Background: an optimization exercise with open tools, aiming at small area, a short achievable clock period and few clock cycles. Do not read the settings as production practice.
Only simulation tests tie the RTL to the original design; equivalence was not proved.

==> 11-01: inputs <==
// riscv_core
module riscv_core (
    input  logic        clk_i,
    input  logic        reset_i,
    output logic [31:0] pc_fi_o,
    input  logic [31:0] instr_fi_i,
    output logic [31:0] alu_result_mem_o,
    output logic [31:0] write_data_mem_o,
    output logic [2:0]  width_src_mem_o,
    output logic        mem_write_mem_o,
    input  logic [31:0] read_data_mem_i
);
==> flow/config.mk <==
export PLATFORM = sky130hd
export DESIGN_NAME = riscv_core
export DESIGN_NICKNAME = riscv_core
export VERILOG_FILES = /design/flow/design.v
export SDC_FILE = /design/flow/constraint.sdc
export NUM_CORES = 8
export LEC_CHECK = 0
export CAP_MARGIN = 20
export CORE_MARGIN = 2
export CORE_UTILIZATION = 55
export CTS_CLUSTER_DIAMETER = 90
export CTS_CLUSTER_SIZE = 22
export SETUP_SLACK_MARGIN = 5
export SLEW_MARGIN = 20
export TNS_END_PERCENT = 0
==> flow/constraint.sdc <==
create_clock -name core_clock -period 10.0 [get_ports {clk_i}]
set_input_delay 2.0000 -clock core_clock [delete_from_list [all_inputs] [get_ports {clk_i}]]
set_output_delay 2.0000 -clock core_clock [all_outputs]
set_load 0.01 [all_outputs]
standard.sh (not shown) runs the stock make flow with config.mk's settings and CLKGATE_MAP_FILE= SYNTH_SCRIPT=/design/flow/synth_recipe.tcl, a recipe that flattens the netlist after the stock synthesis.
==> flow/flow/run.sh <==
#!/bin/bash
# Layout flow: the standard synthesis unchanged, then the standard ORFS
# steps with two differences: the port buffers are buf_4 cells (the default
# choice, clkdlybuf4s50_1, is a slow delay cell), and timing repair aims for
# 6.25 ns of setup slack at the design's 10 ns clock, estimating wires with
# the layer RC in rc.tcl (the platform's, scaled by 1.2).

set -euo pipefail
bash standard.sh synth > synth.log 2>&1
bash standard.sh SETUP_SLACK_MARGIN=6.25 "LAYER_PARASITICS_FILE=$(pwd)/flow/rc.tcl" \
    "BUFFER_PORTS_ARGS=-buffer_cell sky130_fd_sc_hd__buf_4" \
    finish > layout.log 2>&1
==> flow/flow/rc.tcl <==
# The platform's layer RC (setRC.tcl) with wire capacitance and resistance
# scaled by 1.20, for the estimates that placement and timing repair use.
# correlateRC.py gcd,ibex,aes,jpeg,chameleon,riscv32i,chameleon_hier
# cap units pf/um
set_layer_rc -layer li1 -capacitance 0.00017988 -resistance 0.086112
set_layer_rc -layer met1 -capacitance 0.00020685 -resistance 0.00107148
set_layer_rc -layer met2 -capacitance 0.00016348 -resistance 0.00107148
set_layer_rc -layer met3 -capacitance 0.000257954 -resistance 0.00018804
set_layer_rc -layer met4 -capacitance 0.000177754 -resistance 0.00018804
set_layer_rc -layer met5 -capacitance 0.000184904 -resistance 2.1372e-05
# end correlate

set_layer_rc -via mcon -resistance 9.249146E-3
set_layer_rc -via via -resistance 4.5E-3
set_layer_rc -via via2 -resistance 3.368786E-3
set_layer_rc -via via3 -resistance 0.376635E-3
set_layer_rc -via via4 -resistance 0.00580E-3

set_wire_rc -signal -layer met1
set_wire_rc -clock -layer met3
==> 09-21 (differences from 11-01) <==
--- a/flow/design.v
+++ b/flow/design.v
@@ -79,23 +79,23 @@
     logic [31:0] csr_300_q;
     logic [31:0] csr_7c0_q;
     logic [31:0] ld_data;
     logic [31:0] wb_data;
     assign alu_result_mem_o = mem_res_q;
     assign write_data_mem_o = mem_sd_q;
     assign width_src_mem_o  = {mem_f3_q[2], mem_f3_q[0], ~mem_f3_q[1] & ~mem_f3_q[0]};
     assign mem_write_mem_o  = mem_store_q;
-    logic ld_byte, ld_half, ld_sign;
-    assign ld_byte = ~mem_f3_q[1] & ~mem_f3_q[0];
-    assign ld_half = ~mem_f3_q[1] &  mem_f3_q[0];
-    assign ld_sign = ~mem_f3_q[2] & (mem_f3_q[0] ? read_data_mem_i[15] : read_data_mem_i[7]);
-    assign ld_data[7:0]   = read_data_mem_i[7:0];
-    assign ld_data[15:8]  = ld_byte ? {8{ld_sign}} : read_data_mem_i[15:8];
-    assign ld_data[31:16] = (ld_byte | ld_half) ? {16{ld_sign}} : read_data_mem_i[31:16];
+    always_comb begin
+        ld_data = read_data_mem_i;
+        if (~mem_f3_q[2]) begin
+            if (mem_f3_q[1:0] == 2'b00)      ld_data[31:8]  = {24{read_data_mem_i[7]}};
+            else if (mem_f3_q[1:0] == 2'b01) ld_data[31:16] = {16{read_data_mem_i[15]}};
+        end
+    end
     assign wb_data = mem_load_q ? ld_data : mem_res_q;
     logic [31:0] a, b;
     assign a = ex_a_q;
     assign b = ex_b_q;
     logic [32:0] sum;
     assign sum = {1'b0, a} + {1'b0, b ^ {32{ex_sub_q}}} + {32'd0, ex_sub_q};
     logic lt, ltu, eq, lt_low;
     assign lt_low = a[30:0] < b[30:0];
@@ -179,37 +179,32 @@
     assign rs2 = ins[24:20];
     assign rd  = ins[11:7];
     assign f3  = ins[14:12];
     logic uses_rs1, uses_rs2, b_is_rs2, writes_rd;
     assign uses_rs1  = d_jalr | d_br | d_load | d_store | d_opimm | d_op | (d_sys & ~f3[2]);
     assign uses_rs2  = d_br | d_store | d_op;
     assign b_is_rs2  = d_br | d_op;
     assign writes_rd = ~(d_br | d_store) & (rd != 5'd0);
-    logic        s, c, c_b, c_j;
-    logic [10:0] t_lo_b, t_lo_j;
+    logic        s, c;
+    logic [11:2] imm_lo;
+    logic [10:0] t_lo;
     logic        jal_short, pg_cross;
     assign s         = ins[31];
-    assign t_lo_b    = {1'b0, pc_q[11:2]} + {1'b0, ins[7], ins[30:25], ins[11:9]};
-    assign t_lo_j    = {1'b0, pc_q[11:2]} + {1'b0, ins[20], ins[30:22]};
-    assign c_b       = t_lo_b[10];
-    assign c_j       = t_lo_j[10];
-    assign c         = ins[3] ? c_j : c_b;
+    assign imm_lo    = ins[3] ? {ins[20], ins[30:22]} : {ins[7], ins[30:25], ins[11:9]};
+    assign t_lo      = {1'b0, pc_q[11:2]} + {1'b0, imm_lo};
+    assign c         = t_lo[10];
     assign jal_short = (ins[19:12] == {8{s}});
-    assign pg_cross  = (c != s);
-    logic [31:2] target_b, target_j;
+    assign pg_cross     = (c != s);
+    logic [31:2] target_near;
     logic [31:2] pc_plus4;
-    assign target_b = {pc_q[31:12], t_lo_b[9:0]};
-    assign target_j = {pc_q[31:12], t_lo_j[9:0]};
-    assign pc_plus4 = pc_q + 30'd1;
+    assign target_near = {pc_q[31:12], t_lo[9:0]};
+    assign pc_plus4    = pc_q + 30'd1;
     logic pred_br, pred;
-    logic same_rs;
-    assign same_rs = (rs1 == rs2);
-    assign pred_br = same_rs ? (f3 == 3'b000 || f3 == 3'b101 || f3 == 3'b111)
-                             : (ins[31] | ins[12]);
+    assign pred_br = ins[31] | ins[12];
     assign pred    = (d_jal & jal_short) | (d_br & pred_br);
     logic [31:0] rf_rd1, rf_rd2;
     reg_file u_reg_file (
         .clk_i   (clk_i),
         .reset_i (reset_i),
         .ra1_i   (rs1),
         .ra2_i   (rs2),
         .rd1_o   (rf_rd1),
@@ -255,39 +250,36 @@
     assign op_b  = ({32{sb_ex}}  & ex_res)  | ({32{sb_mem}} & wb_data) |
                    ({32{sb_rf}}  & rf_rd2)  | ({32{sb_imm}} & imm_b);
     assign op_sd = ({32{sd_ex}}  & ex_res)  | ({32{sd_mem}} & wb_data) |
                    ({32{sd_rf}}  & rf_rd2);
     logic stall;
     assign stall = ex_valid_q & ex_load_q & ex_we_q &
                    ((uses_rs1 & (ex_rd_q == rs1)) | (uses_rs2 & (ex_rd_q == rs2)));
     logic        take_target;
-    logic sel_red, sel_hold, sel_seq, sel_tgt_b, sel_tgt_j;
+    logic sel_red, sel_hold, sel_seq;
     assign take_target = pred & ~stall & ~redirect & ~reset_i;
     assign sel_red  = ~reset_i & redirect;
     assign sel_hold = ~reset_i & ~redirect & stall;
     assign sel_seq  = ~reset_i & ~redirect & ~stall & ~pred;
-    assign sel_tgt_b = take_target & ~ins[3];
-    assign sel_tgt_j = take_target &  ins[3];
     always_ff @(posedge clk_i) begin
         pc_q <= ({30{sel_red}}     & redirect_pc) |
                 ({30{sel_hold}}    & pc_q)        |
-                ({30{sel_tgt_b}}   & target_b)    |
-                ({30{sel_tgt_j}}   & target_j)    |
+                ({30{take_target}} & target_near) |
                 ({30{sel_seq}}     & pc_plus4);
     end
     always_ff @(posedge clk_i) begin
         if (reset_i) ex_valid_q <= 1'b0;
         else         ex_valid_q <= ~redirect & ~stall;
     end
     always_ff @(posedge clk_i) begin
         ex_a_q       <= op_a;
         ex_b_q       <= op_b;
         ex_sd_q      <= op_sd;
-        ex_alt_q     <= (d_br & ~pred) ? target_b : pc_plus4;
+        ex_alt_q     <= (d_br & ~pred) ? target_near : pc_plus4;
         ex_adj_p1_q  <= ~s &  c;
         ex_adj_m1_q  <=  s & ~c;
         ex_cross_q   <= pg_cross;
         ex_rd_q      <= rd;
         ex_we_q      <= writes_rd;
         ex_sub_q     <= d_op & ins[30] & (f3 == 3'b000);
         ex_sra_q     <= ins[30];
         ex_shl_q     <= ~f3[2];
==> flow/flow/run.sh (replaced) <==
#!/bin/bash
# Layout flow: the standard synthesis unchanged, then the standard ORFS
# steps with two differences: the port buffers are buf_4 cells (the default
# choice, clkdlybuf4s50_1, is a slow delay cell), and timing repair aims for
# 6 ns of setup slack at the design's 10 ns clock.
set -euo pipefail
bash standard.sh synth > synth.log 2>&1
bash standard.sh SETUP_SLACK_MARGIN=6 \
    "BUFFER_PORTS_ARGS=-buffer_cell sky130_fd_sc_hd__buf_4" \
    finish > layout.log 2>&1
==> flow/config.mk (replaced) <==
export PLATFORM = sky130hd
export DESIGN_NAME = riscv_core
export DESIGN_NICKNAME = riscv_core
export VERILOG_FILES = /design/flow/design.v
export SDC_FILE = /design/flow/constraint.sdc
export NUM_CORES = 8
export LEC_CHECK = 0
export CAP_MARGIN = 20
export CORE_MARGIN = 2
export CORE_UTILIZATION = 60
export CTS_BUF_LIST = sky130_fd_sc_hd__clkbuf_8
export SETUP_SLACK_MARGIN = 5
export SLEW_MARGIN = 20
removed: flow/flow/rc.tcl
==> results by group <==
Worst setup path
  – CP top delay family: simple AND/OR/NAND/NOR gates
  – Slowest CP cell: nor2_4
  – CP peak stage delay: 0.65 ns

Floorplanning
  – Initial Util: 0.6044
  – Site Rows: 120

Synth
  – Post-synthesis mux area share: 0.04102

STA
  – Min Tclk post-route: between 4 and 5 ns

Status
  – Status: timing/DRC/antenna clean

Global route
  – M3 GR Usage: 0.2901
the above is filed under 09-21

==> results by group <==
Status
  – Status: timing/DRC/antenna clean

Worst setup path
  – CP top delay family: compound AO/OA/AOI/OAI gates
  – CP peak stage delay: about 0.56 ns
  – Slowest CP cell: or4_1
  – Reg2Reg Depth: 14

STA
  – Min Tclk post-route: 4.154 ns

Floorplanning
  – Site Rows: 125
  – Initial Util: 0.5554

Synth
  – Post-synth EDFFs: 1056
  – Post-synthesis mux area share: 0.03963

Global route
  – M3 GR Usage: 0.2363

Cells and area
  – Ant diodes: 21

Placement
  – Setup WS pre-CTS: 4.322 ns
the above is filed under 11-01

Testbench counts of 11-01, summed over its fixed seeds: cycles 64,162.
Testbench counts of 09-21, summed over its fixed seeds: cycles 64,714.

==> port drivers added, routing unchanged <==
The results above use ideal ports. As a check the final layouts listed here were re-extracted and re-timed, cells and wires unchanged.
Step 1 (the two cells are an assumption about what drives the block):
set clk [get_ports {clk_i}]
set_driving_cell -lib_cell sky130_fd_sc_hd__clkbuf_16 $clk
set_driving_cell -lib_cell sky130_fd_sc_hd__buf_2 [delete_from_list [all_inputs] $clk]
Step 2 also shifts input and output timing later by t, the mid clock arrival at the registers, as if the neighbouring blocks saw the same clock.
Slacks: ideal / step 1 / step 2; pairs: ideal / step 1.
run | shift t [ns] | setup WS [ns] | worst setup path after step 2 | latest minus earliest clock arrival (ns)
11-01 | 0.775 | 5.846 / 5.761 / 4.986 | input to register | 0.040 / 0.040
09-21 | 0.997 | 5.787 / 5.742 / 4.745 | input to register | 0.096 / 0.096
After both steps every run listed still meets setup and hold. For 09-21, which loses most, drivers alone change the setup slack by -0.045 ns; drivers and shift together by -1.042 ns.
